Context: an optimization exercise on an open-source flow, tuned for a short achievable clock period. The choices shown serve that exercise and are no tape-out recipe. Function not checked in this run: the RTL went through the layout flow alone. Power is estimated from default activity; no workload was simulated.

**design.v**
```verilog
module ALU (a, b, func, result);
input	[31:0] 	a, b;
input	[3:0] 	func;
output	[31:0] 	result;
reg		[31:0]	result;
always @ ( * )
	case (func)
		0:	result = a & b;
		1:	result = a | b;
		2:	result = a ^ b;
		3:	result = a + b;
		4:	result = a - b;
		default:	result = 0;
	endcase
endmodule
module FPSubInstructionDecode(
	FPSubInstruction,
	discard,
	WMem,
	INT_Wn,
	INT_WReg,
	INT_Rn,
	INT_RReg,
	FP_Wn,
	FP_WReg,
	FP_Rna,
	FP_Rnb,
	FP_InPathSel,
	FP_OutPathSel,
	FP_AddSub,
	FP_AbsOpp,
	iFMOV,
	iFADD_iFSUB,
	iTRNS,
	iFSVFL,
	iFMEM_iFSTK,
	iFSTK,
	LowWordSel
	);
localparam 					FPRegWidth = 43;
localparam					F_Null 		= 0;
localparam					F_AddSub 	= 1;
localparam					F_Mul 		= 2;
localparam					F_Div 		= 3;
localparam					F_Sqrt 		= 4;
localparam					F_AbsOpp 	= 5;
localparam					F_Trns 		= 6;
input	[14:0]			FPSubInstruction;
input					discard;
output					WMem;
output	[3:0]			INT_Wn;
output					INT_WReg;
output	[3:0]			INT_Rn;
output					INT_RReg;
output	[3:0]			FP_Wn;
output					FP_WReg;
output	[3:0]			FP_Rna, FP_Rnb;
output	[2:0]			FP_InPathSel;
output	[2:0]			FP_OutPathSel;
output					FP_AddSub;
output					FP_AbsOpp;
output					iFMOV;
output					iFADD_iFSUB;
output					iTRNS;
output					iFSVFL;
output					iFMEM_iFSTK;
output					iFSTK;
output					LowWordSel;
reg						FP_WReg;
reg		[2:0]			FP_InPathSel;
reg		[2:0]			FP_OutPathSel;
reg		[2:0]			FP_Fun;
reg						iTRNS;
reg						iFMOV;
reg						iFADD_iFSUB;
reg						iNOP;
reg						iFSVFL;
reg						iFMEM;
reg						iFSTK;
reg						FP_AddSub;		 
reg						FP_AbsOpp;		 
wire 	[3:0]			FPOpCode;
wire					FP_IsSend;
wire					LowWordSel;
wire					INT_WReg;
wire					iFMEM_iFSTK;
wire					WMem;
wire					RMem;
assign iFMEM_iFSTK = iFMEM | iFSTK;
assign FP_IsSend = FPSubInstruction[2];												 
assign LowWordSel = FPSubInstruction[1];											 
assign FPOpCode = FPSubInstruction[14:11];
assign INT_Wn = iFSTK ? 14 : FPSubInstruction[10:7];								 
assign INT_Rn = iFSTK ? 14 : FPSubInstruction[6:3];									 
assign FP_Wn = FPSubInstruction[10:7];
assign FP_Rna = (WMem | RMem) ? FPSubInstruction[10:7] : FPSubInstruction[6:3];
assign FP_Rnb = FPSubInstruction[10:7];
assign INT_RReg = (iTRNS && (!FP_IsSend)) || iFMEM_iFSTK;							 
assign INT_WReg = ((iTRNS && FP_IsSend) || iFSVFL || iFSTK) && (!discard);			 
assign WMem = (iFMEM_iFSTK && FP_IsSend) && (!discard);								 
assign RMem = (iFMEM_iFSTK && !FP_IsSend);											 
always @ ( * ) begin
	FP_WReg = 0;
	FP_InPathSel = F_Null;
	FP_OutPathSel = F_Null;
	FP_Fun = F_Null;
	iTRNS = 0;
	iFMOV = 0;
	iFADD_iFSUB = 0;
	iNOP = 0;
	iFSVFL = 0;
	iFMEM = 0;
	iFSTK = 0;
	FP_AddSub = 0;
	FP_AbsOpp = 0;
	case (FPOpCode)
		4'b0000 : begin			 
			iNOP = 1;
			end
		4'b0001 : begin			 
			FP_Fun = F_Trns;
			iTRNS = 1;
			end
		4'b0010 : begin			 
			FP_WReg = 1;
			iFMOV = 1;
			end
		4'b0011 : begin			 
			FP_Fun = F_AddSub;
			iFADD_iFSUB = 1;
			FP_AddSub = 1;
			end
		4'b0100 : begin			 
			FP_Fun = F_AddSub;
			iFADD_iFSUB = 1;
			FP_AddSub = 0;
			end
		4'b0101 : begin			 
			FP_Fun = F_Mul;
			end
		4'b0110 : begin			 
			FP_Fun = F_Div;
			end
		4'b0111 : begin			 
			FP_Fun = F_Sqrt;
			end
		4'b1000 : begin			 
			FP_Fun = F_AbsOpp;
			FP_AbsOpp = 1;
			FP_OutPathSel = F_AbsOpp;
			FP_WReg = 1;
			end
		4'b1001 : begin			 
			FP_Fun = F_AbsOpp;
			FP_AbsOpp = 0;
			FP_OutPathSel = F_AbsOpp;
			FP_WReg = 1;
			end
		4'b1010 : begin			 
			iFSVFL = 1;
			end
		4'b1011 : begin			 
			FP_Fun = F_Trns;
			iFMEM = 1;
			end
		4'b1100 : begin			 
			FP_Fun = F_Trns;
			iFSTK = 1;
			end
		default : ;
	endcase
	if(FP_IsSend)	begin
		FP_InPathSel = FP_Fun;
		end
	else begin
		FP_OutPathSel = FP_Fun;
		FP_WReg = 1;
		end
	if(discard || iNOP)	begin
		FP_InPathSel = F_Null;
		FP_OutPathSel = F_Null;		
		FP_WReg = 0;
		end
end
endmodule
module FPUPathSel (
	a1,
	b1,
	a2,
	b2,
	InSel1,
	InSel2,
	OutSel1,
	OutSel2,
	TrnsOut,
	AddSubOut,
	MulOut,
	DivOut,
	SqrtOut,
	AbsOpp1Out,
	AbsOpp2Out,
	TrnsIn,
	AddSubIn1,
	AddSubIn2,
	MulIn1,
	MulIn2,
	DivIn1,
	DivIn2,
	SqrtIn,
	AbsOpp1In,
	AbsOpp2In,
	result1,
	result2
	);
localparam 					FPRegWidth = 43;
localparam					F_Null 		= 0;
localparam					F_AddSub 	= 1;
localparam					F_Mul 		= 2;
localparam					F_Div 		= 3;
localparam					F_Sqrt 		= 4;
localparam					F_AbsOpp 	= 5;
localparam					F_Trns 		= 6;
input	[FPRegWidth - 1:0]	a1, b1, a2, b2;
input	[2:0]				InSel1, InSel2, OutSel1, OutSel2;
input	[FPRegWidth - 1:0]	TrnsOut;	 
input	[FPRegWidth - 1:0]	AddSubOut;
input	[FPRegWidth - 1:0]	MulOut;
input	[FPRegWidth - 1:0]	DivOut;
input	[FPRegWidth - 1:0]	SqrtOut;
input	[FPRegWidth - 1:0]	AbsOpp1Out, AbsOpp2Out;
output	[FPRegWidth - 1:0]	TrnsIn;		 
output	[FPRegWidth - 1:0]	AddSubIn1, AddSubIn2;
output	[FPRegWidth - 1:0]	MulIn1, MulIn2;
output	[FPRegWidth - 1:0]	DivIn1, DivIn2;
output	[FPRegWidth - 1:0]	SqrtIn;
output	[FPRegWidth - 1:0]	AbsOpp1In, AbsOpp2In;
output	[FPRegWidth - 1:0]	result1, result2;
reg		[FPRegWidth - 1:0]	TrnsIn;
reg		[FPRegWidth - 1:0]	AddSubIn1, AddSubIn2;
reg		[FPRegWidth - 1:0]	MulIn1, MulIn2;
reg		[FPRegWidth - 1:0]	DivIn1, DivIn2;
reg		[FPRegWidth - 1:0]	SqrtIn;
reg		[FPRegWidth - 1:0]	result1, result2;
always @ ( * ) begin
	if (InSel1 == F_Trns) begin
		TrnsIn = a1;
		end
	else begin
		TrnsIn = a2;
		end	
	end
always @ ( * ) begin
	if (InSel1 == F_AddSub) begin
		AddSubIn1 = a1;
		AddSubIn2 = b1;
		end
	else begin
		AddSubIn1 = a2;
		AddSubIn2 = b2;
		end	
	end
always @ ( * ) begin
	if (InSel1 == F_Mul) begin
		MulIn1 = a1;
		MulIn2 = b1;
		end
	else begin
		MulIn1 = a2;
		MulIn2 = b2;
		end	
	end
always @ ( * ) begin
	if (InSel1 == F_Div) begin
		DivIn1 = a1;
		DivIn2 = b1;
		end
	else begin
		DivIn1 = a2;
		DivIn2 = b2;
		end	
	end
always @ ( * ) begin
	if (InSel1 == F_Sqrt) begin
		SqrtIn = a1;
		end
	else begin
		SqrtIn = a2;
		end	
	end
assign AbsOpp1In = a1;
assign AbsOpp2In = a2;
always @ ( * )
	case (OutSel1)
	F_AddSub	: result1 = AddSubOut;
	F_Mul		: result1 = MulOut;
	F_Div		: result1 = DivOut;
	F_Sqrt		: result1 = SqrtOut;
	F_AbsOpp	: result1 = AbsOpp1Out;
	F_Trns		: result1 = TrnsOut;
	default		: result1 = 0;
	endcase
always @ ( * )
	case (OutSel2)
	F_AddSub	: result2 = AddSubOut;
	F_Mul		: result2 = MulOut;
	F_Div		: result2 = DivOut;
	F_Sqrt 		: result2 = SqrtOut;
	F_AbsOpp 	: result2 = AbsOpp2Out;
	F_Trns 		: result2 = TrnsOut;	
	default 	: result2 = 0;
	endcase
endmodule
module FP_ALU(
	clock,
	nReset,
	AddSubSel,
	AbsOpp1Sel,
	AbsOpp2Sel,
	AddSubOut,
	MulOut,
	DivOut,
	SqrtOut,
	AbsOpp1Out,
	AbsOpp2Out,
	AddSubIn1,
	AddSubIn2,
	MulIn1,
	MulIn2,
	DivIn1,
	DivIn2,
	SqrtIn,
	AbsOpp1In,
	AbsOpp2In
	);
localparam 					FPRegWidth = 43;
localparam					F_Null 		= 0;
localparam					F_AddSub 	= 1;
localparam					F_Mul 		= 2;
localparam					F_Div 		= 3;
localparam					F_Sqrt 		= 4;
localparam					F_AbsOpp 	= 5;
localparam					F_Trns 		= 6;
input 						clock;
input						nReset;
input						AddSubSel;
input						AbsOpp1Sel, AbsOpp2Sel;
input	[FPRegWidth - 1:0]	AddSubIn1, AddSubIn2;
input	[FPRegWidth - 1:0]	MulIn1, MulIn2;
input	[FPRegWidth - 1:0]	DivIn1, DivIn2;
input	[FPRegWidth - 1:0]	SqrtIn;
input	[FPRegWidth - 1:0]	AbsOpp1In, AbsOpp2In;
output	[FPRegWidth - 1:0]	AddSubOut;
output	[FPRegWidth - 1:0]	MulOut;
output	[FPRegWidth - 1:0]	DivOut;
output	[FPRegWidth - 1:0]	SqrtOut;
output	[FPRegWidth - 1:0]	AbsOpp1Out, AbsOpp2Out;
wire	[FPRegWidth - 1:0]	Abs1, Abs2, Opp1, Opp2;
assign Abs1 = {1'b0, AbsOpp1In[FPRegWidth - 2:0]};
assign Abs2 = {1'b0, AbsOpp2In[FPRegWidth - 2:0]};
assign Opp1 = {~AbsOpp1In[FPRegWidth - 1], AbsOpp1In[FPRegWidth - 2:0]};
assign Opp2 = {~AbsOpp2In[FPRegWidth - 1], AbsOpp2In[FPRegWidth - 2:0]};
assign AbsOpp1Out = AbsOpp1Sel ? Abs1 : Opp1;
assign AbsOpp2Out = AbsOpp2Sel ? Abs2 : Opp2;
assign AddSubOut = {FPRegWidth{1'b0}};
assign MulOut = {FPRegWidth{1'b0}};
assign DivOut = {FPRegWidth{1'b0}};
assign SqrtOut = {FPRegWidth{1'b0}};
endmodule
module RegFile (rna, rnb, d1, d2, wn1, wn2, we1, we2, clk, nClr, qa, qb);
input	[3:0]	rna, rnb, wn1, wn2;
input	[31:0]	d1, d2;
input			we1, we2, clk, nClr;
output	[31:0]	qa, qb;
reg		[31:0]	registers	[0:15];
integer 		i;
assign qa = registers[rna];
assign qb = registers[rnb];
always @(posedge clk or negedge nClr)
	if(!nClr) begin
		for(i = 0; i < 16; i = i + 1)
			registers[i] <= 0;
		end
	else begin
		if(we1)
			registers[wn1] <= d1;
		if(we2 && (!we1 || (wn1 != wn2)))
			registers[wn2] <= d2;
		end
endmodule
module FPRegFile (
	rn1a,
	rn1b,
	rn2a,
	rn2b,
	d1,
	d2,
	wn1,
	wn2,
	we1,
	we2,
	clk,
	nClr,
	q1a,
	q1b,
	q2a,
	q2b
	);
localparam 					FPRegWidth = 43;
localparam					F_Null 		= 0;
localparam					F_AddSub 	= 1;
localparam					F_Mul 		= 2;
localparam					F_Div 		= 3;
localparam					F_Sqrt 		= 4;
localparam					F_AbsOpp 	= 5;
localparam					F_Trns 		= 6;
input	[3:0]				rn1a, rn1b, wn1;
input	[3:0]				rn2a, rn2b, wn2;
input	[FPRegWidth - 1:0]	d1, d2;
input						we1, we2, clk, nClr;
output	[FPRegWidth - 1:0]	q1a, q1b, q2a, q2b;
reg		[FPRegWidth - 1:0]	registers	[0:15];
integer 		i;
assign q1a = registers[rn1a];
assign q1b = registers[rn1b];
assign q2a = registers[rn2a];
assign q2b = registers[rn2b];
always @(posedge clk or negedge nClr)
	if(!nClr) begin
		for(i = 0; i < 16; i = i + 1)
			registers[i] <= 0;
		end
	else begin
		if(we1)
			registers[wn1] <= d1;
		if(we2 && (!we1 || (wn1 != wn2)))
			registers[wn2] <= d2;
		end
endmodule
module InstructionFetch (clock, nReset, NPC1, NPCSel, freeze, IMemDataOut, IMemAddr, PC, instruction);
input			clock;
input			nReset;
input	[19:0]	NPC1;
input			NPCSel;
input			freeze;
input	[31:0]	IMemDataOut;
output	[19:0]	IMemAddr;
output	[31:0]	instruction;
output	[19:0]	PC;
reg		[19:0]	PC;
wire	[19:0]	NPC0;
wire	[19:0]	NextPC;
assign NPC0 = PC + 4;
assign IMemAddr = PC;
assign instruction = IMemDataOut;
assign NextPC = (NPCSel == 0) ? NPC0 : NPC1;
always @(posedge clock or negedge nReset)
	if(!nReset)
		PC <= 0;
	else if(!freeze)
		PC <= NextPC;
endmodule
module InstuctionDecode(
		clock,
		nReset,
		instruction,
		pc,
		INT_Zero,
		INT_Neg,
		qa,
		qb,
		ewn1,
		ewn2,
		ewreg1,
		ewreg2,
		ed1,
		ed2,
		FP_q1a,
		FP_q1b,
		FP_q2a,
		FP_q2b,
		eFP_Wn_CH1,
		eFP_Wn_CH2,
		eFP_WReg_CH1,
		eFP_WReg_CH2,
		eFP_ed1,
		eFP_ed2,
		FP_Neg_CH1,
		FP_Neg_CH2,
		FP_Zero_CH1,
		FP_Zero_CH2,		
		rna,
		rnb,
		wn1,
		wn2,
		wreg1,
		wreg2,
		wmem,
		da,
		db,
		ALUFun,
		NPCSel,
		NPC1,
		IFFreeze,
		DatRAMAddr,
		iLD,
		iPOP_iFPOP,
		wra,
		FP_Wn_CH1,
		FP_Wn_CH2,																
		FP_WReg_CH1,
		FP_WReg_CH2,
		FP_Rna_CH1,
		FP_Rnb_CH1,
		FP_Rna_CH2,
		FP_Rnb_CH2,
		FP_InPathSel_CH1,
		FP_InPathSel_CH2,
		FP_OutPathSel_CH1,
		FP_OutPathSel_CH2,
		FP_AddSub,
		FP_AbsOpp_CH1,
		FP_AbsOpp_CH2,
		FP_LowWordSel,
		FP_WMem,
		iFMOV_CH1,
		iFMOV_CH2,
		iFMEM_iFSTK_CH1,
		iFMEM_iFSTK_CH2,
		iTRNS2INT,
		FP_d1a,
		FP_d1b,
		FP_d2a,
		FP_d2b
		);
localparam 					FPRegWidth = 43;
localparam					F_Null 		= 0;
localparam					F_AddSub 	= 1;
localparam					F_Mul 		= 2;
localparam					F_Div 		= 3;
localparam					F_Sqrt 		= 4;
localparam					F_AbsOpp 	= 5;
localparam					F_Trns 		= 6;
input						clock;
input						nReset;
input	[31:0]				instruction;
input	[19:0]				pc;
input						INT_Zero;
input						INT_Neg;
input	[31:0]				qa;							 
input	[31:0]				qb;							 
input	[3:0]				ewn1, ewn2;					 
input						ewreg1, ewreg2;				 
input	[31:0]				ed1, ed2;					 
input	[FPRegWidth - 1:0]	FP_q1a, FP_q1b;				 
input	[FPRegWidth - 1:0]	FP_q2a, FP_q2b;				 
input	[3:0]				eFP_Wn_CH1, eFP_Wn_CH2;		 
input						eFP_WReg_CH1, eFP_WReg_CH2;	 
input	[FPRegWidth - 1:0]	eFP_ed1, eFP_ed2;			 
input						FP_Neg_CH1, FP_Neg_CH2;
input						FP_Zero_CH1, FP_Zero_CH2;
output	[3:0]				rna;																
output	[3:0]				rnb;																
output	[3:0]				wn1, wn2;																
output						wreg1, wreg2;																
output						wmem;																
output	[31:0]				da;																
output	[31:0]				db;																
output	[3:0]				ALUFun;																
output						NPCSel;																
output	[19:0]				NPC1;																
output						IFFreeze;																
output	[19:0]				DatRAMAddr;																
output						iLD;
output						iPOP_iFPOP;																
output						wra;																
output	[3:0]				FP_Wn_CH1, FP_Wn_CH2;																
output						FP_WReg_CH1, FP_WReg_CH2;
output	[3:0]				FP_Rna_CH1, FP_Rnb_CH1, FP_Rna_CH2, FP_Rnb_CH2;
output	[2:0]				FP_InPathSel_CH1, FP_InPathSel_CH2;
output	[2:0]				FP_OutPathSel_CH1, FP_OutPathSel_CH2;
output						FP_AddSub;
output						iFMOV_CH1, iFMOV_CH2;
output						iFMEM_iFSTK_CH1, iFMEM_iFSTK_CH2;
output						iTRNS2INT;									
output	[FPRegWidth - 1:0]	FP_d1a, FP_d1b;
output	[FPRegWidth - 1:0]	FP_d2a, FP_d2b;
output						FP_AbsOpp_CH1, FP_AbsOpp_CH2;
output						FP_LowWordSel;
output						FP_WMem;
reg		[19:0]				IDPC;
reg		[31:0]				IR;
reg							wreg1, wreg2;
reg							wmem;
reg							NextDiscard;
reg		[31:0]				da;
reg		[31:0]				db;
reg		[3:0]				ALUFun;
reg							NPCSel;
reg		[19:0]				NPC1;
reg		[19:0]				DatRAMAddr;
wire	[5:0]				OpCode;
wire						IFFreeze;
wire	[17:0]				imm;
wire	[31:0]				zeimm;		 
wire	[31:0]				seimm;		 
wire	[15:0]				luimm;
wire	[31:0]				fqa;
wire	[31:0]				fqb;
wire	[31:0]				fqa_p4, fqa_m4;
wire	[3:0]				RegALUFun;
wire	[14:0]				FPSubInstruction_CH1, FPSubInstruction_CH2;
wire						FP_WMem_CH1, FP_WMem_CH2;
wire	[3:0]				INT_Wn_CH1, INT_Wn_CH2;
wire						INT_WReg_CH1, INT_WReg_CH2;
wire	[3:0]				INT_Rn_CH1, INT_Rn_CH2;
wire						INT_RReg_CH1, INT_RReg_CH2;
wire	[3:0]				FP_Wn_CH1, FP_Wn_CH2;
wire						FP_WReg_CH1, FP_WReg_CH2;
wire	[3:0]				FP_Rna_CH1, FP_Rnb_CH1, FP_Rna_CH2, FP_Rnb_CH2;
wire	[2:0]				FP_InPathSel_CH1, FP_InPathSel_CH2;
wire	[2:0]				FP_OutPathSel_CH1, FP_OutPathSel_CH2;
wire						FP_AddSub_CH1, FP_AddSub_CH2;
wire						iFMOV_CH1, iFMOV_CH2;
wire						iFADD_iFSUB_CH1, iFADD_iFSUB_CH2;
wire						iTRNS_CH1, iTRNS_CH2;
wire						iFSVFL_CH1, iFSVFL_CH2;
wire						iFMEM_iFSTK_CH1, iFMEM_iFSTK_CH2;
wire						FP_LowWordSel_CH1, FP_LowWordSel_CH2;
wire						FP_LowWordSel;
wire	[FPRegWidth - 1:0]	FP_fq1a, FP_fq1b;
wire	[FPRegWidth - 1:0]	FP_fq2a, FP_fq2b;
wire						FP_Discard;
wire						FP_AddSub;
wire	[FPRegWidth - 1:0]	FP_d1a, FP_d1b;
wire	[FPRegWidth - 1:0]	FP_d2a, FP_d2b;
wire	[1:0]				FlagSel;
wire						INT_Pos;
wire						FP_Pos_CH1, FP_Pos_CH2;
wire	[3:0]				FP_Wn1;
wire						iPUSH_iPOP;
wire						iPOP_iFPOP;
wire						FP_WMem;
wire						iFSTK_CH1, iFSTK_CH2;
wire 						iFPUSH_CH1, iFPUSH_CH2, iFPOP_CH1, iFPOP_CH2;
reg							iLD;
reg							iCALL;
reg							iPUSH;
reg							iPOP;
reg							wra;
reg							iFP;
reg							discard;
reg							positive, negtive, zero;
reg		[3:0]				INT_Wn;
assign iPUSH_iPOP = iPUSH | iPOP | (iFP & (iFSTK_CH1 | iFSTK_CH2));
assign OpCode = IR[31:26];
assign FP_Wn1 = INT_WReg_CH1 ? INT_Wn_CH1 : INT_Wn_CH2;
always @ ( * )
	case ({iCALL, iPUSH_iPOP})
		2'b10 : INT_Wn = 15;				 
		2'b01 : INT_Wn = 14;				 
		default : INT_Wn = IR[25:22];		 
	endcase
assign wn1 = iFP ? FP_Wn1 : INT_Wn;
assign wn2 = iPOP ? IR[25:22] : wn1 | 4'b0001;
assign rna = iFP ? (INT_RReg_CH1 ? INT_Rn_CH1 : INT_Rn_CH2) : (iPUSH_iPOP ? 14 : IR[21:18]);
assign rnb = iFP ? (rna | 4'b0001) : IR[17:14];
assign imm = IR[17:0];
assign zeimm = {14'b0, IR[17:0]};
assign seimm = {{14{IR[17]}}, IR[17:0]};
assign luimm = IR[15:0];
assign RegALUFun = IR[3:0];
assign FlagSel = IR[21:20];
assign fqa = (ewn1 == rna && ewreg1) ? ed1 : 
			((ewn2 == rna && ewreg2) ? ed2 : qa);					
assign fqb = (ewn1 == rnb && ewreg1) ? ed1 :
			((ewn2 == rnb && ewreg2) ? ed2 : qb);
assign fqa_p4 = fqa + 4;
assign fqa_m4 = fqa - 4;
assign FP_fq1a = (eFP_Wn_CH1 == FP_Rna_CH1 && eFP_WReg_CH1) ? eFP_ed1 :
			((eFP_Wn_CH2 == FP_Rna_CH1 && eFP_WReg_CH2) ? eFP_ed2 : FP_q1a);
assign FP_fq1b = (eFP_Wn_CH1 == FP_Rnb_CH1 && eFP_WReg_CH1) ? eFP_ed1 :
			((eFP_Wn_CH2 == FP_Rnb_CH1 && eFP_WReg_CH2) ? eFP_ed2 : FP_q1b);
assign FP_fq2a = (eFP_Wn_CH1 == FP_Rna_CH2 && eFP_WReg_CH1) ? eFP_ed1 :
			((eFP_Wn_CH2 == FP_Rna_CH2 && eFP_WReg_CH2) ? eFP_ed2 : FP_q2a);
assign FP_fq2b = (eFP_Wn_CH1 == FP_Rnb_CH2 && eFP_WReg_CH1) ? eFP_ed1 :
			((eFP_Wn_CH2 == FP_Rnb_CH2 && eFP_WReg_CH2) ? eFP_ed2 : FP_q2b);
assign FP_d1a = FP_fq1a;
assign FP_d1b = FP_fq1b;
assign FP_d2a = FP_fq2a;
assign FP_d2b = FP_fq2b;
assign FP_Discard = discard | (~iFP);			
assign FP_AddSub = (iFADD_iFSUB_CH1 && !FP_WReg_CH1) ? FP_AddSub_CH1 : FP_AddSub_CH2;
assign FP_LowWordSel = iFMEM_iFSTK_CH1 ? FP_LowWordSel_CH1 : FP_LowWordSel_CH2;
assign iTRNS2INT = (iTRNS_CH1 && INT_WReg_CH1) | (iTRNS_CH2 && INT_WReg_CH2);
assign FP_WMem = wmem & iFP;
assign FPSubInstruction_CH1 = IR[29:15];
assign FPSubInstruction_CH2 = IR[14:0];
always @ ( * ) begin
	case (FlagSel)
		2'b01 : begin		 
			negtive = FP_Neg_CH1;
			zero = FP_Zero_CH1;
			positive = FP_Pos_CH1;			
			end
		2'b10 : begin		 
			negtive = FP_Neg_CH2;
			zero = FP_Zero_CH2;
			positive = FP_Pos_CH2;
			end
		default: begin		 
			negtive = INT_Neg;
			zero = INT_Zero;
			positive = INT_Pos;
			end
	endcase
end
assign INT_Pos = (~INT_Neg) & (~INT_Zero);
assign FP_Pos_CH1 = (~FP_Neg_CH1) & (~FP_Zero_CH1);
assign FP_Pos_CH2 = (~FP_Neg_CH2) & (~FP_Zero_CH2);
assign iFPUSH_CH1 = iFP & (iFSTK_CH1 & FP_WMem_CH1);
assign iFPUSH_CH2 = iFP & (iFSTK_CH2 & FP_WMem_CH2);
assign iFPOP_CH1 = iFP & (iFSTK_CH1 & FP_WReg_CH1);
assign iFPOP_CH2 = iFP & (iFSTK_CH2 & FP_WReg_CH2);
assign iPOP_iFPOP = iPOP | iFPOP_CH1 | iFPOP_CH2;
FPSubInstructionDecode FPSID_CH1(
	.FPSubInstruction(FPSubInstruction_CH1),
	.discard(FP_Discard),
	.WMem(FP_WMem_CH1),
	.INT_Wn(INT_Wn_CH1),
	.INT_WReg(INT_WReg_CH1),
	.INT_Rn(INT_Rn_CH1),
	.INT_RReg(INT_RReg_CH1),
	.FP_Wn(FP_Wn_CH1),
	.FP_WReg(FP_WReg_CH1),
	.FP_Rna(FP_Rna_CH1),
	.FP_Rnb(FP_Rnb_CH1),
	.FP_InPathSel(FP_InPathSel_CH1),
	.FP_OutPathSel(FP_OutPathSel_CH1),
	.FP_AddSub(FP_AddSub_CH1),
	.FP_AbsOpp(FP_AbsOpp_CH1),	
	.iFMOV(iFMOV_CH1),
	.iFADD_iFSUB(iFADD_iFSUB_CH1),
	.iTRNS(iTRNS_CH1),
	.iFSVFL(iFSVFL_CH1),
	.iFMEM_iFSTK(iFMEM_iFSTK_CH1),
	.iFSTK(iFSTK_CH1),	
	.LowWordSel(FP_LowWordSel_CH1)
	);
FPSubInstructionDecode FPSID_CH2(
	.FPSubInstruction(FPSubInstruction_CH2),
	.discard(FP_Discard),
	.WMem(FP_WMem_CH2),	
	.INT_Wn(INT_Wn_CH2),
	.INT_WReg(INT_WReg_CH2),
	.INT_Rn(INT_Rn_CH2),
	.INT_RReg(INT_RReg_CH2),
	.FP_Wn(FP_Wn_CH2),
	.FP_WReg(FP_WReg_CH2),
	.FP_Rna(FP_Rna_CH2),
	.FP_Rnb(FP_Rnb_CH2),
	.FP_InPathSel(FP_InPathSel_CH2),
	.FP_OutPathSel(FP_OutPathSel_CH2),
	.FP_AddSub(FP_AddSub_CH2),
	.FP_AbsOpp(FP_AbsOpp_CH2),
	.iFMOV(iFMOV_CH2),
	.iFADD_iFSUB(iFADD_iFSUB_CH2),
	.iTRNS(iTRNS_CH2),
	.iFSVFL(iFSVFL_CH2),
	.iFMEM_iFSTK(iFMEM_iFSTK_CH2),
	.iFSTK(iFSTK_CH2),
	.LowWordSel(FP_LowWordSel_CH2)
	);
always @(posedge clock or negedge nReset)
	if(!nReset)
		IDPC <= 0;
	else
		IDPC <= pc;
always @(posedge clock or negedge nReset)
	if(!nReset)
		IR <= 0;
	else
		IR <= instruction;			
always @(posedge clock or negedge nReset)
	if(!nReset)
		discard <= 1;
	else
		discard <= NextDiscard;
assign IFFreeze	= 0;
always @ ( * ) begin
	NPCSel = 0;
	NPC1 = IDPC + {imm, 2'b00};
	wreg1 = 0;
	wreg2 = 0;
	wmem = 0;
	ALUFun = 0;
	da = fqa;
	db = fqb;
	NextDiscard = 0;
	iLD = 0;
	iCALL = 0;
	iPUSH = 0;
	iPOP = 0;
	wra = 0;
	iFP = 0;
	DatRAMAddr = 0;
	casex (OpCode)
		6'b000000 : ;				 
		6'b000001 : begin			 
			ALUFun = RegALUFun;
			wreg1 = 1;
			end
		6'b000010 : begin			 
			NPCSel = 1;
			NPC1 = {imm, 2'b00};
			NextDiscard = 1;
			end
		6'b000011 : begin			 
			if(zero)	begin
				NPCSel = 1;
				NextDiscard = 1;
				end
			end
		6'b000100 : begin			 
			if(!zero) begin
				NPCSel = 1;
				NextDiscard = 1;
				end
			end
		6'b000101 : begin			 
			if(negtive) begin
				NPCSel = 1;
				NextDiscard = 1;
				end
			end
		6'b000110 : begin			 
			if(positive) begin
				NPCSel = 1;
				NextDiscard = 1;
				end
			end
		6'b000111 : begin			 
			db = seimm;
			ALUFun = 3;
			wreg1 = 1;
			end
		6'b001000 : begin			 
			db = seimm;
			ALUFun = 4;
			wreg1 = 1;
			end
		6'b001001 : begin			 
			db = zeimm;
			ALUFun = 0;
			wreg1 = 1;
			end
		6'b001010 : begin			 
			db = zeimm;
			ALUFun = 1;
			wreg1 = 1;
			end
		6'b001011 : begin			 
			db = zeimm;
			ALUFun = 2;
			wreg1 = 1;
			end
		6'b001100 : begin			 
			da = IDPC + 4;
			wra = 1;
			wreg1 = 1;
			NPCSel = 1;
			NPC1 = {imm, 2'b00};
			NextDiscard = 1;
			iCALL = 1;
			end
		6'b001101 : begin			 
			NPCSel = 1;
			NextDiscard = 1;
			NPC1 = fqa;
			end
		6'b001110 : begin			 
			wmem = 1;
			DatRAMAddr = fqa;
			end
		6'b001111 : begin			 
			wreg1 = 1;
			iLD = 1;
			DatRAMAddr = fqa;
			end
		6'b010000 : begin			 
			wreg1 = 1;
			wra = 1;
			da = {luimm, 16'b0};
			end
		6'b010001 : begin			 
			wreg1 = 1;
			wra = 1;
			da = {29'b0, INT_Zero, INT_Pos, INT_Neg};
			end
		6'b010010 : begin			 
			iPUSH = 1;
			end
		6'b010011 : begin			 
			iPOP = 1;			
			wreg2 = 1;
			end
		6'b11xxxx: begin			 
			wreg1 = INT_WReg_CH1 | INT_WReg_CH2;
			wreg2 = iTRNS2INT ? wreg1 : 0;
			wmem = FP_WMem_CH1 | FP_WMem_CH2;
			DatRAMAddr = FP_LowWordSel ? fqa : fqa_p4;				 
			iFP = 1;
			if(iFSVFL_CH1) begin
				wra = 1;
				da = {29'b0, FP_Zero_CH1, FP_Pos_CH1, FP_Neg_CH1};
				wreg2 = 0;
				end
			else if(iFSVFL_CH2) begin
				wra = 1;
				da = {29'b0, FP_Zero_CH2, FP_Pos_CH2, FP_Neg_CH2};		
				wreg2 = 0;
				end
			end
		default : ;
	endcase
	if(iPUSH | iFPUSH_CH1 | iFPUSH_CH2) begin
		wmem = 1;
		DatRAMAddr = fqa;
		wreg1 = 1;
		wra = 1;
		da = fqa_m4;			 
		end
	if(iPOP_iFPOP) begin
		wreg1 = 1;
		DatRAMAddr = fqa_p4;					
		end
	if(discard) begin
		wreg1 = 0;
		wreg2 = 0;
		wmem = 0;
		NextDiscard = 0;
		NPCSel = 0;
		end
end
endmodule
module execute (
		clock,
		nReset,
		da,
		db,
		DatRAMOut,
		ALUFun,
		DatRAMAddr,
		iLD,
		iPOP_iFPOP,
		wra,
		wn1,
		wn2,
		wreg1,
		wreg2,
		wmem,
		FP_Wn_CH1,
		FP_Wn_CH2,
		FP_WReg_CH1,
		FP_WReg_CH2,
		FP_InPathSel_CH1,
		FP_InPathSel_CH2,
		FP_OutPathSel_CH1,
		FP_OutPathSel_CH2,
		FP_AddSub,
		FP_AbsOpp_CH1,
		FP_AbsOpp_CH2,
		iFMOV_CH1,
		iFMOV_CH2,
		iFMEM_iFSTK_CH1,
		iFMEM_iFSTK_CH2,
		iTRNS2INT,
		FP_LowWordSel,		
		FP_WMem,
		FP_d1a,
		FP_d1b,
		FP_d2a,
		FP_d2b,
		ed1,
		ed2,
		eDatRAMAddr,
		DatRAMIn,
		ewn1,
		ewn2,
		ewreg1,
		ewreg2,
		INT_Neg,
		INT_Zero,
		ewmem,
		eFP_ed1,
		eFP_ed2,
		eFP_Wn_CH1,
		eFP_Wn_CH2,
		eFP_WReg_CH1,
		eFP_WReg_CH2,
		FP_Neg_CH1,
		FP_Neg_CH2,
		FP_Zero_CH1,
		FP_Zero_CH2
		);
localparam 					FPRegWidth = 43;
localparam					F_Null 		= 0;
localparam					F_AddSub 	= 1;
localparam					F_Mul 		= 2;
localparam					F_Div 		= 3;
localparam					F_Sqrt 		= 4;
localparam					F_AbsOpp 	= 5;
localparam					F_Trns 		= 6;
input						clock;
input						nReset;
input	[31:0]				da;
input	[31:0]				db;
input	[31:0]				DatRAMOut;
input	[3:0]				ALUFun;
input	[19:0]				DatRAMAddr;
input						iLD;
input						iPOP_iFPOP;
input						wra;
input	[3:0]				wn1, wn2;
input						wreg1, wreg2;
input						wmem;
input	[3:0]				FP_Wn_CH1, FP_Wn_CH2;																
input						FP_WReg_CH1, FP_WReg_CH2;
input	[2:0]				FP_InPathSel_CH1, FP_InPathSel_CH2;
input	[2:0]				FP_OutPathSel_CH1, FP_OutPathSel_CH2;
input						FP_AddSub;
input						FP_AbsOpp_CH1, FP_AbsOpp_CH2;
input						iFMOV_CH1, iFMOV_CH2;
input						iFMEM_iFSTK_CH1, iFMEM_iFSTK_CH2;
input						iTRNS2INT;
input						FP_WMem;
input						FP_LowWordSel;
input	[FPRegWidth - 1:0]	FP_d1a, FP_d1b;
input	[FPRegWidth - 1:0]	FP_d2a, FP_d2b;
output	[31:0]				ed1, ed2;
output	[3:0]				ewn1, ewn2;
output						ewreg1, ewreg2;
output						ewmem;
output	[19:0]				eDatRAMAddr;
output						INT_Neg;
output						INT_Zero;
output	[31:0]				DatRAMIn;
output	[FPRegWidth - 1:0]	eFP_ed1, eFP_ed2;
output	[3:0]				eFP_Wn_CH1, eFP_Wn_CH2;
output						eFP_WReg_CH1, eFP_WReg_CH2;
output						FP_Neg_CH1, FP_Neg_CH2;
output						FP_Zero_CH1, FP_Zero_CH2;
reg		[31:0]				ed1, ed2;
reg		[3:0]				ewn1, ewn2;
reg							ewreg1, ewreg2;
reg							ewmem;
reg		[19:0]				eDatRAMAddr;
reg		[3:0]				eALUFun;
reg		[31:0]				ea;
reg		[31:0]				eb;
reg							eiLD;
reg							eiPOP_iFPOP;
reg							ewra;
reg		[3:0]				eFP_Wn_CH1, eFP_Wn_CH2;
reg							eFP_WReg_CH1, eFP_WReg_CH2;
reg							eFP_AddSub;
reg							eFP_AbsOpp_CH1, eFP_AbsOpp_CH2;
reg							eiFMOV_CH1, eiFMOV_CH2;
reg							eiTRNS2INT;
reg							eFP_WMem;
reg		[FPRegWidth - 1:0]	eFP_d1a, eFP_d1b;
reg		[FPRegWidth - 1:0]	eFP_d2a, eFP_d2b;
reg		[2:0]				eFP_InPathSel_CH1, eFP_InPathSel_CH2;
reg		[2:0]				eFP_OutPathSel_CH1, eFP_OutPathSel_CH2;
reg							eiFMEM_iFSTK_CH1, eiFMEM_iFSTK_CH2;
reg							eFP_LowWordSel;
reg		[FPRegWidth - 1:0]	TrnsOut;
wire 	[31:0]				ALUResult;
wire	[31:0]				TrnsInLowWord, TrnsInHighWord;
wire	[FPRegWidth - 1:0]	eFP_ed1, eFP_ed2;
wire	[FPRegWidth - 1:0]	TrnsIn;
wire	[FPRegWidth - 1:0]	AddSubOut, AddSubIn1, AddSubIn2;
wire	[FPRegWidth - 1:0]	MulOut, MulIn1, MulIn2;
wire	[FPRegWidth - 1:0]	DivOut, DivIn1, DivIn2;
wire	[FPRegWidth - 1:0]	SqrtOut, SqrtIn;
wire	[FPRegWidth - 1:0]	AbsOpp1Out, AbsOpp2Out, AbsOpp1In, AbsOpp2In;
wire	[FPRegWidth - 1:0]	FP_result1, FP_result2;
wire	[FPRegWidth - 1:0]	FP_RMemDWord1, FP_RMemDWord2;
assign TrnsInLowWord = TrnsIn[31:0];
assign TrnsInHighWord = {{(32 - (FPRegWidth - 32)){1'b0}}, TrnsIn[FPRegWidth - 1:32]};
always @(posedge clock or negedge nReset)
if(!nReset)	begin
	ewreg1 <= 0;
	ewreg2 <= 0;
	end
else begin
	ewreg1 <= wreg1;
	ewreg2 <= wreg2;
	end
always @(posedge clock or negedge nReset)
if(!nReset)
	ewmem <= 0;
else
	ewmem <= wmem;
always @(posedge clock or negedge nReset)
if(!nReset)	begin
	eFP_WReg_CH1 <= 0;
	eFP_WReg_CH2 <= 0;
	end
else begin
	eFP_WReg_CH1 <= FP_WReg_CH1;
	eFP_WReg_CH2 <= FP_WReg_CH2;
	end
always @(posedge clock)
	begin
	ea <= da;
	eb <= db;
	ewn1 <= wn1;
	ewn2 <= wn2;	
	eALUFun <= ALUFun;
	eDatRAMAddr <= DatRAMAddr;
	eiLD <= iLD;
	eiPOP_iFPOP <= iPOP_iFPOP;
	ewra <= wra;
	eFP_Wn_CH1 <= FP_Wn_CH1;
	eFP_Wn_CH2 <= FP_Wn_CH2;
	eFP_AddSub <= FP_AddSub;
	eFP_AbsOpp_CH1 <= FP_AbsOpp_CH1;
	eFP_AbsOpp_CH2 <= FP_AbsOpp_CH2;
	eiFMOV_CH1 <= iFMOV_CH1;
	eiFMOV_CH2 <= iFMOV_CH2;
	eiTRNS2INT <= iTRNS2INT;	
	eFP_d1a <= FP_d1a;
	eFP_d1b <= FP_d1b;
	eFP_d2a <= FP_d2a;
	eFP_d2b <= FP_d2b;
	eFP_InPathSel_CH1 <= FP_InPathSel_CH1;
	eFP_InPathSel_CH2 <= FP_InPathSel_CH2;
	eFP_OutPathSel_CH1 <= FP_OutPathSel_CH1;
	eFP_OutPathSel_CH2 <= FP_OutPathSel_CH2;
	eFP_WMem <= FP_WMem;
	eiFMEM_iFSTK_CH1 <= iFMEM_iFSTK_CH1;
	eiFMEM_iFSTK_CH2 <= iFMEM_iFSTK_CH2;
	eFP_LowWordSel <= FP_LowWordSel;
	end
always @ ( * )
	case ({eiLD, ewra, eiTRNS2INT, eiPOP_iFPOP})
		4'b1000 : ed1 = DatRAMOut;			 
		4'b0100 : ed1 = ea;					 
		4'b0010 : ed1 = TrnsInLowWord;		 
		4'b0001 : ed1 = eDatRAMAddr;		 
		default : ed1 = ALUResult;
	endcase
always @ ( * ) begin
	if(eiPOP_iFPOP)
		ed2 = DatRAMOut;					 
	else
		ed2 = TrnsInHighWord;
	end
assign DatRAMIn = eFP_WMem ? (eFP_LowWordSel ? TrnsInLowWord : TrnsInHighWord) : eb;
ALU iALU(.a(ea), .b(eb), .func(eALUFun), .result(ALUResult));
assign FP_RMemDWord1 = eFP_LowWordSel ? {eFP_d1a[FPRegWidth - 1:32], DatRAMOut} : {DatRAMOut[FPRegWidth - 32 - 1:0], eFP_d1a[31:0]};
assign FP_RMemDWord2 = eFP_LowWordSel ? {eFP_d2a[FPRegWidth - 1:32], DatRAMOut} : {DatRAMOut[FPRegWidth - 32 - 1:0], eFP_d2a[31:0]};
always @ ( * )
	if (eiFMEM_iFSTK_CH1)
		TrnsOut = FP_RMemDWord1;
	else if (eiFMEM_iFSTK_CH2)
		TrnsOut = FP_RMemDWord2;
	else
		TrnsOut = {eb[FPRegWidth - 32 - 1 : 0], ea[31:0]};
assign eFP_ed1 = eiFMOV_CH1 ? eFP_d1a : FP_result1;
assign eFP_ed2 = eiFMOV_CH2 ? eFP_d2a : FP_result2;
assign INT_Zero = ~|ed1;
assign INT_Neg = ed1[31];
assign FP_Zero_CH1 = ~|eFP_ed1[FPRegWidth - 2:0];
assign FP_Zero_CH2 = ~|eFP_ed2[FPRegWidth - 2:0];
assign FP_Neg_CH1 = eFP_ed1[FPRegWidth - 1];
assign FP_Neg_CH2 = eFP_ed2[FPRegWidth - 1];
FPUPathSel iFPPathSel(
	.a1(eFP_d1a),
	.b1(eFP_d1b),
	.a2(eFP_d2a),
	.b2(eFP_d2b),
	.InSel1(eFP_InPathSel_CH1),
	.InSel2(eFP_InPathSel_CH2),
	.OutSel1(eFP_OutPathSel_CH1),
	.OutSel2(eFP_OutPathSel_CH2),
	.TrnsOut(TrnsOut),
	.AddSubOut(AddSubOut),
	.MulOut(MulOut),
	.DivOut(DivOut),
	.SqrtOut(SqrtOut),
	.AbsOpp1Out(AbsOpp1Out),
	.AbsOpp2Out(AbsOpp2Out),	
	.TrnsIn(TrnsIn),
	.AddSubIn1(AddSubIn1),
	.AddSubIn2(AddSubIn2),
	.MulIn1(MulIn1),
	.MulIn2(MulIn2),
	.DivIn1(DivIn1),
	.DivIn2(DivIn2),
	.SqrtIn(SqrtIn),
	.AbsOpp1In(AbsOpp1In),
	.AbsOpp2In(AbsOpp2In),	
	.result1(FP_result1),
	.result2(FP_result2)
	);
FP_ALU iFP_ALU(
	.clock(clock),
	.nReset(nReset),
	.AddSubSel(eFP_AddSub),
	.AbsOpp1Sel(eFP_AbsOpp_CH1),
	.AbsOpp2Sel(eFP_AbsOpp_CH2),
	.AddSubOut(AddSubOut),
	.MulOut(MulOut),
	.DivOut(DivOut),
	.SqrtOut(SqrtOut),
	.AbsOpp1Out(AbsOpp1Out),
	.AbsOpp2Out(AbsOpp2Out),	
	.AddSubIn1(AddSubIn1),
	.AddSubIn2(AddSubIn2),
	.MulIn1(MulIn1),
	.MulIn2(MulIn2),
	.DivIn1(DivIn1),
	.DivIn2(DivIn2),
	.SqrtIn(SqrtIn),
	.AbsOpp1In(AbsOpp1In),
	.AbsOpp2In(AbsOpp2In)
	);
endmodule
module CPU(clock, nReset, iMemOut, dMemOut, iAddr, dAddr, dWr, dMemIn);
localparam 					FPRegWidth = 43;
localparam					F_Null 		= 0;
localparam					F_AddSub 	= 1;
localparam					F_Mul 		= 2;
localparam					F_Div 		= 3;
localparam					F_Sqrt 		= 4;
localparam					F_AbsOpp 	= 5;
localparam					F_Trns 		= 6;
input						clock;
input						nReset;
input	[31:0]				iMemOut;
input	[31:0]				dMemOut;
output	[19:0]				iAddr;
output	[19:0]				dAddr;
output						dWr;
output	[31:0]				dMemIn;
wire	[31:0]				ed1, ed2;
wire						ewreg1, ewreg2;
wire						ewmem;
wire	[3:0]				rna, rnb, wn1, wn2, ewn1, ewn2;
wire	[31:0]				qa, qb, da, db;
wire	[19:0]				NPC1, PC, DatRAMAddr;
wire	[31:0]				instruction;
wire	[3:0]				ALUFun;
wire	[3:0]				rn1a, rn1b, rn2a, rn2b, eFP_Wn_CH1, eFP_Wn_CH2;
wire	[3:0]				FP_Wn_CH1, FP_Wn_CH2;
wire						eFP_WReg_CH1, eFP_WReg_CH2, FP_WReg_CH1, FP_WReg_CH2;
wire	[FPRegWidth - 1:0]	eFP_ed1, eFP_ed2, FP_q1a, FP_q1b, FP_q2a, FP_q2b;
wire	[2:0]				FP_InPathSel_CH1, FP_InPathSel_CH2, FP_OutPathSel_CH1, FP_OutPathSel_CH2;
wire						FP_AddSub, iFMOV_CH1, iFMOV_CH2;
wire	[FPRegWidth - 1:0]	FP_d1a, FP_d1b, FP_d2a, FP_d2b;
wire						FP_Neg_CH1, FP_Neg_CH2;
wire						FP_Zero_CH1, FP_Zero_CH2;
wire						FP_AbsOpp_CH1, FP_AbsOpp_CH2;
assign dWr = ewmem;
RegFile i_RegFile(
	.rna(rna),
	.rnb(rnb),
	.d1(ed1),
	.d2(ed2),
	.wn1(ewn1),
	.wn2(ewn2),
	.we1(ewreg1),
	.we2(ewreg2),
	.clk(clock),
	.nClr(nReset),
	.qa(qa),
	.qb(qb)
	);
FPRegFile i_FPRegFile(
	.rn1a(rn1a),
	.rn1b(rn1b),
	.rn2a(rn2a),
	.rn2b(rn2b),
	.d1(eFP_ed1),
	.d2(eFP_ed2),
	.wn1(eFP_Wn_CH1),
	.wn2(eFP_Wn_CH2),
	.we1(eFP_WReg_CH1),
	.we2(eFP_WReg_CH2),
	.clk(clock),
	.nClr(nReset),
	.q1a(FP_q1a),
	.q1b(FP_q1b),
	.q2a(FP_q2a),
	.q2b(FP_q2b)
	);	
InstructionFetch i_IF(
	.clock(clock),
	.nReset(nReset),
	.NPC1(NPC1),
	.NPCSel(NPCSel),
	.freeze(IFFreeze),
	.IMemDataOut(iMemOut),
	.IMemAddr(iAddr),
	.PC(PC),
	.instruction(instruction)
	);
InstuctionDecode i_ID(
	.clock(clock),
	.nReset(nReset),
	.instruction(instruction),
	.pc(PC),
	.INT_Zero(INT_Zero),
	.INT_Neg(INT_Neg),
	.qa(qa),
	.qb(qb),
	.ewn1(ewn1),
	.ewn2(ewn2),
	.ed1(ed1),
	.ed2(ed2),
	.FP_q1a(FP_q1a),
	.FP_q1b(FP_q1b),
	.FP_q2a(FP_q2a),
	.FP_q2b(FP_q2b),
	.eFP_Wn_CH1(eFP_Wn_CH1),
	.eFP_Wn_CH2(eFP_Wn_CH2),
	.eFP_WReg_CH1(eFP_WReg_CH1),
	.eFP_WReg_CH2(eFP_WReg_CH2),
	.eFP_ed1(eFP_ed1),
	.eFP_ed2(eFP_ed2),
	.FP_Neg_CH1(FP_Neg_CH1),
	.FP_Neg_CH2(FP_Neg_CH2),
	.FP_Zero_CH1(FP_Zero_CH1),
	.FP_Zero_CH2(FP_Zero_CH2),
	.rna(rna),
	.rnb(rnb),
	.wn1(wn1),
	.wn2(wn2),
	.ewreg1(ewreg1),
	.ewreg2(ewreg2),
	.wreg1(wreg1),
	.wreg2(wreg2),
	.wmem(wmem),
	.da(da),
	.db(db),
	.ALUFun(ALUFun),
	.NPCSel(NPCSel),
	.NPC1(NPC1),
	.IFFreeze(IFFreeze),
	.DatRAMAddr(DatRAMAddr),
	.iLD(iLD),
	.iPOP_iFPOP(iPOP_iFPOP),
	.wra(wra),
	.FP_Wn_CH1(FP_Wn_CH1),
	.FP_Wn_CH2(FP_Wn_CH2),																
	.FP_WReg_CH1(FP_WReg_CH1),
	.FP_WReg_CH2(FP_WReg_CH2),
	.FP_Rna_CH1(rn1a),
	.FP_Rnb_CH1(rn1b),
	.FP_Rna_CH2(rn2a),
	.FP_Rnb_CH2(rn2b),
	.FP_InPathSel_CH1(FP_InPathSel_CH1),
	.FP_InPathSel_CH2(FP_InPathSel_CH2),
	.FP_OutPathSel_CH1(FP_OutPathSel_CH1),
	.FP_OutPathSel_CH2(FP_OutPathSel_CH2),
	.FP_AddSub(FP_AddSub),
	.FP_AbsOpp_CH1(FP_AbsOpp_CH1),
	.FP_AbsOpp_CH2(FP_AbsOpp_CH2),
	.FP_LowWordSel(FP_LowWordSel),
	.FP_WMem(FP_WMem),	
	.iFMOV_CH1(iFMOV_CH1),
	.iFMOV_CH2(iFMOV_CH2),
	.iFMEM_iFSTK_CH1(iFMEM_iFSTK_CH1),
	.iFMEM_iFSTK_CH2(iFMEM_iFSTK_CH2),	
	.iTRNS2INT(iTRNS2INT),
	.FP_d1a(FP_d1a),
	.FP_d1b(FP_d1b),
	.FP_d2a(FP_d2a),
	.FP_d2b(FP_d2b)
	);
execute i_EXE(
	.clock(clock),
	.nReset(nReset),
	.da(da),
	.db(db),
	.DatRAMOut(dMemOut),
	.ALUFun(ALUFun),
	.DatRAMAddr(DatRAMAddr),
	.iLD(iLD),
	.iPOP_iFPOP(iPOP_iFPOP),
	.wra(wra),
	.wn1(wn1),
	.wn2(wn2),
	.wreg1(wreg1),
	.wreg2(wreg2),
	.wmem(wmem),
	.FP_Wn_CH1(FP_Wn_CH1),
	.FP_Wn_CH2(FP_Wn_CH2),
	.FP_WReg_CH1(FP_WReg_CH1),
	.FP_WReg_CH2(FP_WReg_CH2),
	.FP_InPathSel_CH1(FP_InPathSel_CH1),
	.FP_InPathSel_CH2(FP_InPathSel_CH2),
	.FP_OutPathSel_CH1(FP_OutPathSel_CH1),
	.FP_OutPathSel_CH2(FP_OutPathSel_CH2),
	.FP_AddSub(FP_AddSub),
	.FP_AbsOpp_CH1(FP_AbsOpp_CH1),
	.FP_AbsOpp_CH2(FP_AbsOpp_CH2),	
	.iFMOV_CH1(iFMOV_CH1),
	.iFMOV_CH2(iFMOV_CH2),
	.iFMEM_iFSTK_CH1(iFMEM_iFSTK_CH1),
	.iFMEM_iFSTK_CH2(iFMEM_iFSTK_CH2),	
	.iTRNS2INT(iTRNS2INT),
	.FP_LowWordSel(FP_LowWordSel),
	.FP_WMem(FP_WMem),	
	.FP_d1a(FP_d1a),
	.FP_d1b(FP_d1b),
	.FP_d2a(FP_d2a),
	.FP_d2b(FP_d2b),
	.ed1(ed1),
	.ed2(ed2),
	.eDatRAMAddr(dAddr),
	.DatRAMIn(dMemIn),
	.ewn1(ewn1),
	.ewn2(ewn2),
	.ewreg1(ewreg1),
	.ewreg2(ewreg2),
	.INT_Neg(INT_Neg),
	.INT_Zero(INT_Zero),
	.ewmem(ewmem),
	.eFP_ed1(eFP_ed1),
	.eFP_ed2(eFP_ed2),
	.eFP_Wn_CH1(eFP_Wn_CH1),
	.eFP_Wn_CH2(eFP_Wn_CH2),
	.eFP_WReg_CH1(eFP_WReg_CH1),
	.eFP_WReg_CH2(eFP_WReg_CH2),
	.FP_Neg_CH1(FP_Neg_CH1),
	.FP_Neg_CH2(FP_Neg_CH2),
	.FP_Zero_CH1(FP_Zero_CH1),
	.FP_Zero_CH2(FP_Zero_CH2)	
	);
endmodule
```
**config.mk**
```make
export PLATFORM = sky130hd
export DESIGN_NAME = CPU
export DESIGN_NICKNAME = CPU
export VERILOG_FILES = /design/flow/design.v
export SDC_FILE = /design/flow/constraint.sdc
export NUM_CORES = 8
export LEC_CHECK = 0
export CAP_MARGIN = 20
export CORE_MARGIN = 2
export CORE_UTILIZATION = 40
export SLEW_MARGIN = 20
```
**run.sh**
```bash
#!/bin/bash
# synth_recipe.tcl (not shown) runs the flow's synth.tcl, then flattens the netlist and writes it again
# the make line also repeats each setting of config.mk as NAME=value (left out here)
make -C /OpenROAD-flow-scripts/flow DESIGN_CONFIG=/design/flow/config.mk WORK_HOME=/design/flow/orfs CLKGATE_MAP_FILE= SYNTH_SCRIPT=/design/flow/synth_recipe.tcl finish
```
**constraint.sdc**
```tcl
create_clock -name core_clock -period 9.0 [get_ports {clock}]
set_input_delay 1.8000 -clock core_clock [delete_from_list [all_inputs] [get_ports {clock}]]
set_output_delay 1.8000 -clock core_clock [all_outputs]
set_load 0.01 [all_outputs]
```
==> results by group <==
Outcome
  – Outcome: complete, no violations

Job
  – Max-cap check violation count: 0

Worst setup path
  – Worst setup path category: reg2reg
  – Worst setup path startpoint: i_EXE.eb[2]$_DFF_P_
  – Crit end category: register
  – Crit path launch type: register
  – R2r endpoint: i_IF.PC[1]$_DFFE_PN0P_
  – Required time worst endpoint: 9.79 ns
  – Worst-path fanout max: 21
  – Worst setup path end: i_IF.PC[1]$_DFFE_PN0P_
  – FF-to-FF setup slack: roughly 1.6 ns
  – R2R depth: 20
  – Crit path DAT: 8.22 ns
  – Reg-to-Reg Start: i_EXE.eb[2]$_DFF_P_

Floorplan
  – Die height: around 480 um
  – Core Area: 227000 um2
  – Initial core utilization: 0.403
  – DIE WIDTH: 483 um
  – Placement row count: 175
  – Io pins: 139
  – Full die area: around 230000 um2

Drt
  – DR pass1 iterations: 13
  – Initial drt markers: about 20000
  – DR DRC count: 0
  – Antenna Nets Post-Route: 0
  – Average wire per standard cell: 38.3 um
  – Via density: 7.51
  – Via count: 103000
  – DRT Wirelength: roughly 530000 um

Synth
  – Sequential share of the synthesized area: 0.395
  – Post-synth EDFFs: 0
  – Most common cell in the netlist: nand2_1
  – Synth top cells by count: 1582 x nand2_1, 1424 x o21ai_0, 1277 x dfrtp_1, 1224 x o211ai_1, 913 x clkbuf_1
  – Post-Synthesis Cells: 10900
  – Average size of a mapped cell: 8.38 um2
  – Cell Area, Synth: about 92000 um2
  – FF+latch count, synth: 1489
  – Primary FF master, synth: dfrtp_1
  – Async set or reset register ratio after synthesis: 0.858
  – Area contributors post-synth: dfrtp_1 35%, o211ai_1 10%, o21ai_0 7.8%, nand2_1 6.5%, a22oi_1 5.8%
  – Netlist cell types: 105
  – Top-area cell type share of the netlist area: 0.349
  – Post-synth top area cell: dfrtp_1
  – Syn nets: 11100
  – Yosys Warn Count: 25

Clock network
  – Postcts setup bufs: 0
  – Clock Sinks: 1489
  – CTS Hold Buffers Added: 0
  – TritonCTS clock tree: done
  – Max Root-Sink Buffers: 3
  – Clk Latency, worst-skew pair: 0.90 ns
  – Clock-pin slew on the worst setup and hold paths: 0.07 ns
  – TritonCTS Buffers: roughly 180
  – Root cell of the clock tree: clkbuf_16
  – H-tree depth: 4
  – Post-CTS sizing: 0

Global routing
  – First-pass GRT wire length: 731000 um
  – Tot GR Track Use: 0.436
  – Grt total ovfl: 0
  – Largest net degree at the start of global routing: 158
  – Initial antenna violation count: 44
  – Vias in the first global route: 95000

Power and ir drop
  – Combinational power share: 0.332
  – Worst IR Drop VDD: 0.183 mV
  – Static leakage: around 38 nW
  – Power Total: 29.1 mW
  – Sequential Power Share: 0.395
  – Cell Int Power: 17.3 mW
  – Sw Share: 0.408
  – PD cells: 282 nW/um2
  – Net Sw Power: 11.9 mW
  – Clk pwr share: 0.273

Timing
  – Slew @ Worst Pin: approximately 1.4 ns
  – Slew Viols, Final: 0
  – Final Hold Viols: 0
  – Fmax: between 0.1 and 0.15 GHz
  – Final Cycle Share: 0.825
  – Final worst slack: roughly 1.6 ns
  – Layout Skew: 0.117 ns
  – Crit path time final: between 7 and 8 ns
  – Setup TNS: 0 ns
  – RSZ-0062 raised after global routing: no
  – Rel. slew slack: 0.0963
  – Hold slack: 0.431 ns
  – Final Setup Violations: 0

Placed design
  – PortBufs: 138
  – Placed Instance Area: 96700 um2
  – DP Wirelength: 318000 um
  – Worst slack, placed: about 1.5 ns
  – GP Congestion: 1.03

Min path
  – Min-Delay Path Class: reg2reg

Cells and area
  – Post-route cell area: 103000 um2
  – Fillers: around 22000
  – FF/Latch Area: 36200 um2
  – Ratio of cells with drive above 1 in the final layout: 0.0982
  – Layout area overhead: 12.7%
  – Nets: about 11000
  – Multi-input logic area: 51400 um2
[layer usage]
metal / global-route usage / part of all wire / vias to the layer above
met2: 0.580 / 0.38 / 10100
met1: 0.553 / 0.36 / 49400
met4: 0.310 / 0.093 / 41
met5: 0.000817 / 0.00051 / -
li1: - / - / 40600
met3: 0.198 / 0.17 / 2859
[flip-flops by register name, summed over array words and instances, names as in the netlist, 20 cells and up]
name / count
i_EXE.eb: 32
i_RegFile.registers: 512
i_FPRegFile.registers: 688
i_EXE.eFP_d1a: 43
i_EXE.ea: 32
i_ID.IR: 32
i_EXE.eDatRAMAddr: 20
i_EXE.eFP_d2a: 43
i_IF.PC: 20
i_ID.IDPC: 20
[worst min-delay path by stage]
stage,slack (ns),cells past startpoint,to,start
final,0.43,0,i_ID.IDPC[0]$_DFF_PN0_,i_IF.PC[0]$_DFFE_PN0P_
after global routing,0.44,0,i_ID.IDPC[0]$_DFF_PN0_,i_IF.PC[0]$_DFFE_PN0P_
after CTS,0.43,0,i_ID.IDPC[0]$_DFF_PN0_,i_IF.PC[0]$_DFFE_PN0P_
after detailed placement,0.41,0,i_ID.IDPC[0]$_DFF_PN0_,i_IF.PC[0]$_DFFE_PN0P_
after global placement,0.41,0,i_ID.IDPC[0]$_DFF_PN0_,i_IF.PC[0]$_DFFE_PN0P_
after floorplan,0.38,0,i_EXE.eFP_Wn_CH1[1]$_DFF_P_,i_ID.IR[23]$_DFF_PN0_
[stage by stage]
stage	instances	utilization
after floorplan	10900	-
after detailed placement	13400	0.425
after CTS	13700	0.453
after global routing	13700	0.454
after global placement	13400	0.425
final	13700	0.454
[layout make-up]
type | instances | area share
flip-flops and latches | 1489 | 0.351
clock inverters | 84 | 0.0123
inverters | 124 | 0.00451
multi-input cells | 8159 | 0.498
repair buffers | 578 | 0.0486
clock buffers | 245 | 0.0492
well taps | 3009 | 0.0365
diodes | 27 | 0.000654
[critical path: stages (launching register included)]
cell	delay, ns
dfxtp_1	0.37
nor3_1	0.60
nand4_1	0.33
nor3_1	0.58
nor2_1	0.12
xnor2_1	0.16
ha_1	0.38
a21oi_1	0.24
o21ai_0	0.18
a2111oi_0	0.73
a211oi_1	0.19
a211oi_2	0.25
buf_4	0.32
nand4_1	0.12
nor4_1	0.36
nand4_1	0.46
or4b_1	0.72
a21bo_2	0.26
a32oi_2	0.18
buf_4	0.37
mux2_2	0.38
[layout by cell type (no fill, tap or decap), types with 128 or more instances in the layout]
cell and n:
clkbuf_16 176, buf_4 416, nand4_1 196, a221oi_1 137, a21oi_1 493, dfrtp_1 1277
nand2_1 1569, clkdlybuf4s50_1 137, mux2i_1 196, nor2_1 389, dfxtp_1 205, o21ai_0 1422
ha_1 128, nand3_1 185, a22oi_1 705, o211ai_1 1224
[power groups by stage]
stage	logic (mW)	registers [mW]	clock network (mW)
floorplan	5.82	10.4	0
global placement	8.94	11.4	0
detailed placement	9.10	11.4	0
CTS	9.15	11.3	7.93
global route	10.2	11.7	8.21
finish	9.67	11.5	7.95
[cell families (layout without fill, tap and decap cells)]
group           Yosys count  after routing  share of synthesized area
compound gates         4820           4820                      0.352
xor+xnor                155            155                     0.0149
fa+ha+maj               130            130                     0.0179
buf+inv                1278           1031                     0.0554
flops                  1489           1489                      0.395
mux                     274            274                     0.0311
other cells               0             27                          0
simple gates           2780           2780                      0.133

==> afterwards: timing with drivers on the ports <==
The results above use ideal ports. As a check the final layout listed here was re-extracted and re-timed, cells and wires unchanged. Step 1 (the two cells are an assumption about what drives the block):
set clk [get_ports {clock}]
set_driving_cell -lib_cell sky130_fd_sc_hd__clkbuf_16 $clk
set_driving_cell -lib_cell sky130_fd_sc_hd__buf_2 [delete_from_list [all_inputs] $clk]
Step 2 moves the port delays by t, midway between the first and last clock arrival at a register: inputs arrive t later, outputs are due t later. That takes back most of the time a late clock gives input paths. a / b / c = ideal / step 1 / step 2; a / b = the first two.
t (ns): 0.950
setup slack, ns: 1.571 / 1.571 / 1.134
hold WS [ns]: 0.431 / 0.431 / 0.431
pins driven straight from the clock port: 1
After both steps this run still meets setup and hold. The setup slack of this run moves by 0.000 ns with the drivers and by -0.437 ns with both steps.
